What follows belongs to an exercise in optimizing a design on an open flow for small area; a production flow would make more cautious choices. The RTL was checked by simulation tests, not by an equivalence proof against the original design. The clock input has no modelled driver; a real chip could not lean on it and would need a root buffer or a full tree. Power figures rest on the tool's default switching activity, not on a simulated workload.

wip/cedar:
==> flow/design.v <==
module PWM
(
    input   wire    [1:0]   s,
    input   wire    [9:0]   T,
    input   wire    [9:0]   M,
    input   wire            y,
    output  reg     [2:0]   OUT
);
    wire [10:0] uc;
    wire [10:0] dc;
    assign uc[0] = ~y;
    assign dc[0] = 1'b1;
    genvar i;
    generate
        for (i = 0; i < 10; i = i + 1) begin : g_cmp
            assign uc[i+1] = (T[i] & ~M[i]) | (uc[i] & (T[i] | ~M[i]));
            assign dc[i+1] = (T[i] &  M[i]) | (dc[i] & (T[i] |  M[i]));
        end
    endgenerate
    wire        up   = uc[10];
    wire        dn   = dc[10];
    wire        zero = (|T[9:4]) | T[2];                     
    always @(*) begin
        case (s)
            2'b01:   OUT = {dn,   zero, up  };    
            2'b11:   OUT = {zero, up,   dn  };    
            2'b10:   OUT = {up,   dn,   zero};    
            default: OUT = {1'b0, zero, zero};    
        endcase
    end
endmodule
module LEDRGBCtrl
(
    input   wire    CLK,
    input   wire    nRST,
    output  wire    [2:0]    LEDs
);
    localparam [1:0] S3 = 2'b00, S0 = 2'b01, S1 = 2'b11, S2 = 2'b10;
    reg [1:0]   s;
    reg [9:0]   M;
    reg [7:0]   n;
    reg [9:0]   T;
    wire        is3   = (s == S3);
    wire        nz    = ~|n[6:0];
    wire        y     = n[7] & nz;                           
    wire        n_fb  = (n[7] ^ n[5] ^ n[4] ^ n[3] ^ nz) & ~is3;
    wire [10:0] mc;
    wire [10:0] tc;
    assign mc[0] = y;
    assign tc[0] = 1'b1;
    genvar i;
    generate
        for (i = 0; i < 10; i = i + 1) begin : g_mt
            assign mc[i+1] = mc[i] & M[i];
            assign tc[i+1] = tc[i] & T[i];
        end
    endgenerate
    wire        m_end = y & (&M[9:4]) & M[1] & M[0];         
    wire        t_end = (&T[9:4]) & T[1] & T[0];             
    always @(posedge CLK or negedge nRST) begin
        if (!nRST) begin
            s <= S3;
            n <= 8'd0;
            T <= 10'd11;
        end else begin
            case (s)
                S3:      s <= S0;
                S0:      s <= m_end ? S1 : S0;
                S1:      s <= m_end ? S2 : S1;
                default: s <= m_end ? S3 : S2;
            endcase
            n <= {n[6:0], n_fb};
            T <= t_end ? 10'd11 : (T ^ tc[9:0]);
        end
    end
    always @(posedge CLK) begin
        M <= (is3 | m_end) ? 10'd12 : (M ^ mc[9:0]);
    end
    PWM u_pwm
    (
        .s      (   s       ),
        .T      (   T       ),
        .M      (   M       ),
        .y      (   y       ),
        .OUT    (   LEDs    )
    );
endmodule
Settings: LEC_CHECK=0, CAP_MARGIN=20, CORE_MARGIN=2, CORE_UTILIZATION=40, CTS_CLUSTER_DIAMETER=500, CTS_CLUSTER_SIZE=40, PLACE_DENSITY=0.6, SLEW_MARGIN=20; clock period 6.0 ns.
run.sh (not shown) runs the stock make flow with config.mk's settings and CLKGATE_MAP_FILE= SYNTH_SCRIPT=/design/flow/synth_recipe.tcl, a recipe that flattens the netlist after the stock synthesis.
The final layout from wip/cedar, which completed every stage, passed the timing, design-rule and antenna checks at the end of the flow.
Setup changes, wip/cedar to wip/nickel
- CTS_BUF_LIST: unset -> sky130_fd_sc_hd__clkbuf_4
Findings:
- Summary — CTS clock-pin slew for the worst setup and hold paths, wip/nickel relative to wip/cedar: higher, by 0.03 ns.
- Going from wip/cedar to wip/nickel, worst relative slew slack went up, worst supply voltage drop on vdd held.

---

Setup of oak:
LEDRGBCtrl, a different RTL version from the one above (not shown whole).
For scale: ~170 cells after synthesis, about 5 I/O pins, ~1400 um2 of cells after synthesis.
Settings: LEC_CHECK=0, CAP_MARGIN=20, CORE_MARGIN=2, CORE_UTILIZATION=40, PLACE_DENSITY=0.9, SLEW_MARGIN=20; clock period 6.0 ns.
standard.sh (not shown) runs the stock make flow with config.mk's settings and CLKGATE_MAP_FILE= SYNTH_SCRIPT=/design/flow/synth_recipe.tcl, a recipe that flattens the netlist after the stock synthesis.
==> flow/flow/run.sh <==
#!/bin/bash
# Own layout flow: the standard synthesis, then its combinational logic
# re-mapped for area with ABC (registers kept as they are: same instances,
# names and cells), then the standard ORFS layout with a small clock tree.
set -euo pipefail
W=$(pwd)
F=$W/flow
R=$W/orfs/results/$FLOW_PLATFORM/LEDRGBCtrl/base
PLAT=$FLOW_HOME/platforms/$FLOW_PLATFORM
LIB=$PLAT/lib/sky130_fd_sc_hd__tt_025C_1v80.lib

# 1. standard synthesis
bash standard.sh synth > log_synth_standard.log 2>&1
cp "$R/1_2_yosys.v" std_1_2_yosys.v

# 2. re-map the combinational logic, keep the smallest result
DU=$(sed -n '/DONT_USE_CELLS/,/^$/p' "$PLAT/config.mk" | grep -oE 'sky130_fd_sc_hd__[A-Za-z0-9_]+' | sed 's/^/-dont_use /' | tr '\n' ' ')
best=""
besta=""
i=0
while IFS= read -r scr; do
  [[ -z "$scr" ]] && continue
  i=$((i+1))
  echo "$scr" | tr ';' '\n' > resyn_$i.abc
  cat > resyn_$i.ys <<EOS
read_liberty -ignore_miss_func $LIB
blackbox sky130_fd_sc_hd__df*
read_verilog std_1_2_yosys.v
hierarchy -top $FLOW_TOP
flatten
opt_clean
abc -script resyn_$i.abc -liberty $LIB $DU
opt_clean -purge
hilomap -singleton -hicell sky130_fd_sc_hd__conb_1 HI -locell sky130_fd_sc_hd__conb_1 LO
insbuf -buf sky130_fd_sc_hd__buf_4 A X
splitnets
opt_clean -purge
rename -hide w:*.*
write_verilog -noattr -noexpr -nohex -nodec resyn_$i.v
design -reset
read_liberty -lib $LIB
read_verilog resyn_$i.v
hierarchy -check -top $FLOW_TOP
check -assert -mapped
stat -liberty $LIB
EOS
  if yosys -s resyn_$i.ys > log_resyn_$i.log 2>&1 < /dev/null; then
    a=$(grep "Chip area" log_resyn_$i.log | tail -1 | awk '{print $NF}')
    echo "script $i area $a: $scr"
    if [[ -z "$besta" ]] || awk -v a="$a" -v b="$besta" 'BEGIN{exit !(a<b)}'; then
      best=$i; besta=$a
    fi
  else
    echo "script $i failed: $scr"
  fi
done < "$F/abc_scripts.txt"
echo "best script $best area $besta"
cp resyn_$best.v "$R/1_2_yosys.v"
rm -f "$R/1_synth.odb" "$R/1_synth.sdc"
bash standard.sh synth > log_synth_odb.log 2>&1

# 3. placement (ports buffered with the smallest buffer)
PORTS="BUFFER_PORTS_ARGS=-buffer_cell sky130_fd_sc_hd__buf_1"
bash standard.sh "$PORTS" place > log_place.log 2>&1

# 4. clock: a few clock buffers fed by the clock port in place of the CTS
# step's tree; the smallest set whose clock-pin slew stays under the target
bestc=""
bestca=""
while read -r k cell area; do
  [[ -z "$k" ]] && continue
  d=$W/clock_${k}_$cell
  rm -rf "$d"; mkdir -p "$d"
  cp "$R/3_place.odb" "$R/3_place.sdc" "$d/"
  if RESULTS=$d CLOCK_BUF=sky130_fd_sc_hd__$cell CLOCK_GROUPS=$k CLOCK_PORT=CLK \
      openroad -no_init -exit "$F/clock_buffer.tcl" > "log_clock_${k}_$cell.log" 2>&1 < /dev/null; then
    slew=$(grep CLOCK_PIN_SLEW_PS "log_clock_${k}_$cell.log" | awk '{print $2}')
    tot=$(awk -v k="$k" -v a="$area" 'BEGIN{print k*a}')
    echo "clock $k x $cell: area $tot, slew $slew ps"
    if awk -v s="$slew" 'BEGIN{exit !(s<=112)}'; then
      if [[ -z "$bestca" ]] || awk -v a="$tot" -v b="$bestca" 'BEGIN{exit !(a<b)}'; then
        bestc=$d; bestca=$tot
      fi
    fi
  fi
done < "$F/clock_options.txt"
echo "clock choice $bestc"
cp "$bestc/4_1_cts.odb" "$bestc/4_cts.sdc" "$R/"

# 5. routing and the final layout
bash standard.sh "$PORTS" finish > log_layout.log 2>&1
==> flow/flow/abc_scripts.txt <==
strash;ifraig;dc2;dch -f;map -a;topo
strash;dc2;dc2;dch -f;map -a;topo
strash;ifraig;dc2;dch -f;amap;topo
strash;ifraig;dc2;dch -f;amap -m;topo
strash;dch;map -a;topo
strash;&get -n;&deepsyn -T 10;&put;dch -f;map -a;topo
strash;&get -n;&deepsyn -T 30;&put;dch -f;amap -m;topo
strash;&get -n;&deepsyn -T 30 -S 7;&put;dch -f;amap -m;topo
==> flow/flow/clock_options.txt <==
2 clkbuf_4 7.5072
4 clkbuf_2 5.0048
3 clkbuf_4 7.5072
1 clkbuf_16 25.024
2 clkbuf_8 13.7632
4 clkbuf_4 7.5072
3 clkbuf_8 13.7632
Other scripts of this flow, unchanged in this note and not shown: flow/flow/clock_buffer.tcl
oak closes out successfully: all stages finished, all timing, DRC and antenna checks passed.
Inputs modified between oak and cedar:
diff --git a/flow/flow/run.sh b/flow/flow/run.sh
--- a/flow/flow/run.sh
+++ b/flow/flow/run.sh
@@ -4 +4,4 @@
-# names and cells), then the standard ORFS layout with a small clock tree.
+# names and cells), then the standard ORFS layout, with the ports buffered by
+# the smallest buffer and the clock distributed by one level of clock buffers
+# (clock_buffer.tcl) in place of the CTS step. Each tool's output goes to a
+# log_*.log file in the folder the flow runs in.
@@ -58 +61,5 @@
-cp resyn_$best.v "$R/1_2_yosys.v"
+if [[ -n "$best" ]]; then
+  cp resyn_$best.v "$R/1_2_yosys.v"
+else
+  cp std_1_2_yosys.v "$R/1_2_yosys.v"
+fi
@@ -80 +87 @@
-    if awk -v s="$slew" 'BEGIN{exit !(s<=112)}'; then
+    if awk -v s="$slew" 'BEGIN{exit !(s<=117)}'; then
@@ -86,0 +94,11 @@
+if [[ -z "$bestc" ]]; then
+  # none under the target: the option with the smallest slew
+  bests=""
+  for lg in log_clock_*.log; do
+    sl=$(grep CLOCK_PIN_SLEW_PS "$lg" | awk '{print $2}')
+    [[ -z "$sl" ]] && continue
+    if [[ -z "$bests" ]] || awk -v a="$sl" -v b="$bests" 'BEGIN{exit !(a<b)}'; then
+      bests=$sl; bestc=$W/$(basename "$lg" .log | sed 's/^log_//')
+    fi
+  done
+fi
diff --git a/flow/flow/abc_scripts.txt b/flow/flow/abc_scripts.txt
--- a/flow/flow/abc_scripts.txt
+++ b/flow/flow/abc_scripts.txt
@@ -8,0 +9,2 @@
+strash;&get -n;&deepsyn -T 30;&put;&get -n;&if -K 4 -a;&mfs;&st;&put;dch -f;amap -m;topo
+strash;&get -n;&deepsyn -T 30;&put;dch -f;&get -n;&nf -a -R 1000;&put;topo
==> flow/flow/clock_options.txt <==
1 buf_12 20.0192
3 buf_4 7.5072
2 buf_6 11.2608
1 clkbuf_16 25.024
2 clkbuf_8 13.7632
2 buf_8 15.0144
4 clkbuf_4 7.5072
Notes after the runs:
The clock group share of total power reported for cedar is smaller than that of oak by 0.5 points. On met1 demand-to-capacity share in global routing: between oak and cedar, it ends up lower for oak. Comparing oak and cedar, the higher transition time at the pin with the least slew margin was measured on cedar.
No run of this note takes its clock network from TritonCTS; it comes from the design's own scripts or RTL.

-- what the ideal ports hide --
The flow's constraints put no driver on any port. The routed layouts listed below were extracted and timed again, unchanged, in two steps. Step 1 (the two cells are an assumption about what drives the block):
set clk [get_ports {CLK}]
set_driving_cell -lib_cell sky130_fd_sc_hd__clkbuf_16 $clk
set_driving_cell -lib_cell sky130_fd_sc_hd__buf_2 [delete_from_list [all_inputs] $clk]
Step 2 times the ports against the registers' clock, not the clock port: input delays grow and output delays shrink by t, the midpoint of the rising clock arrivals with the driver on. Slacks: ideal / step 1 / step 2; pairs: ideal / step 1.
run | shift t [ns] | setup WS [ns] | hold slack, ns | worst slew at a driven data input, ns
wip/cedar | 0.296 | 2.179 / 2.154 / 2.451 | 0.375 / 0.375 / 0.375 | 0.03
wip/nickel | 0.339 | 2.118 / 2.096 / 2.434 | 0.381 / 0.381 / 0.381 | 0.03
oak | 0.196 | 1.683 / 1.653 / 1.849 | 0.389 / 0.389 / 0.389 | 0.03
cedar | 0.177 | 1.667 / 1.634 / 1.811 | 0.395 / 0.395 / 0.395 | 0.03
After both steps every run listed still meets setup and hold.
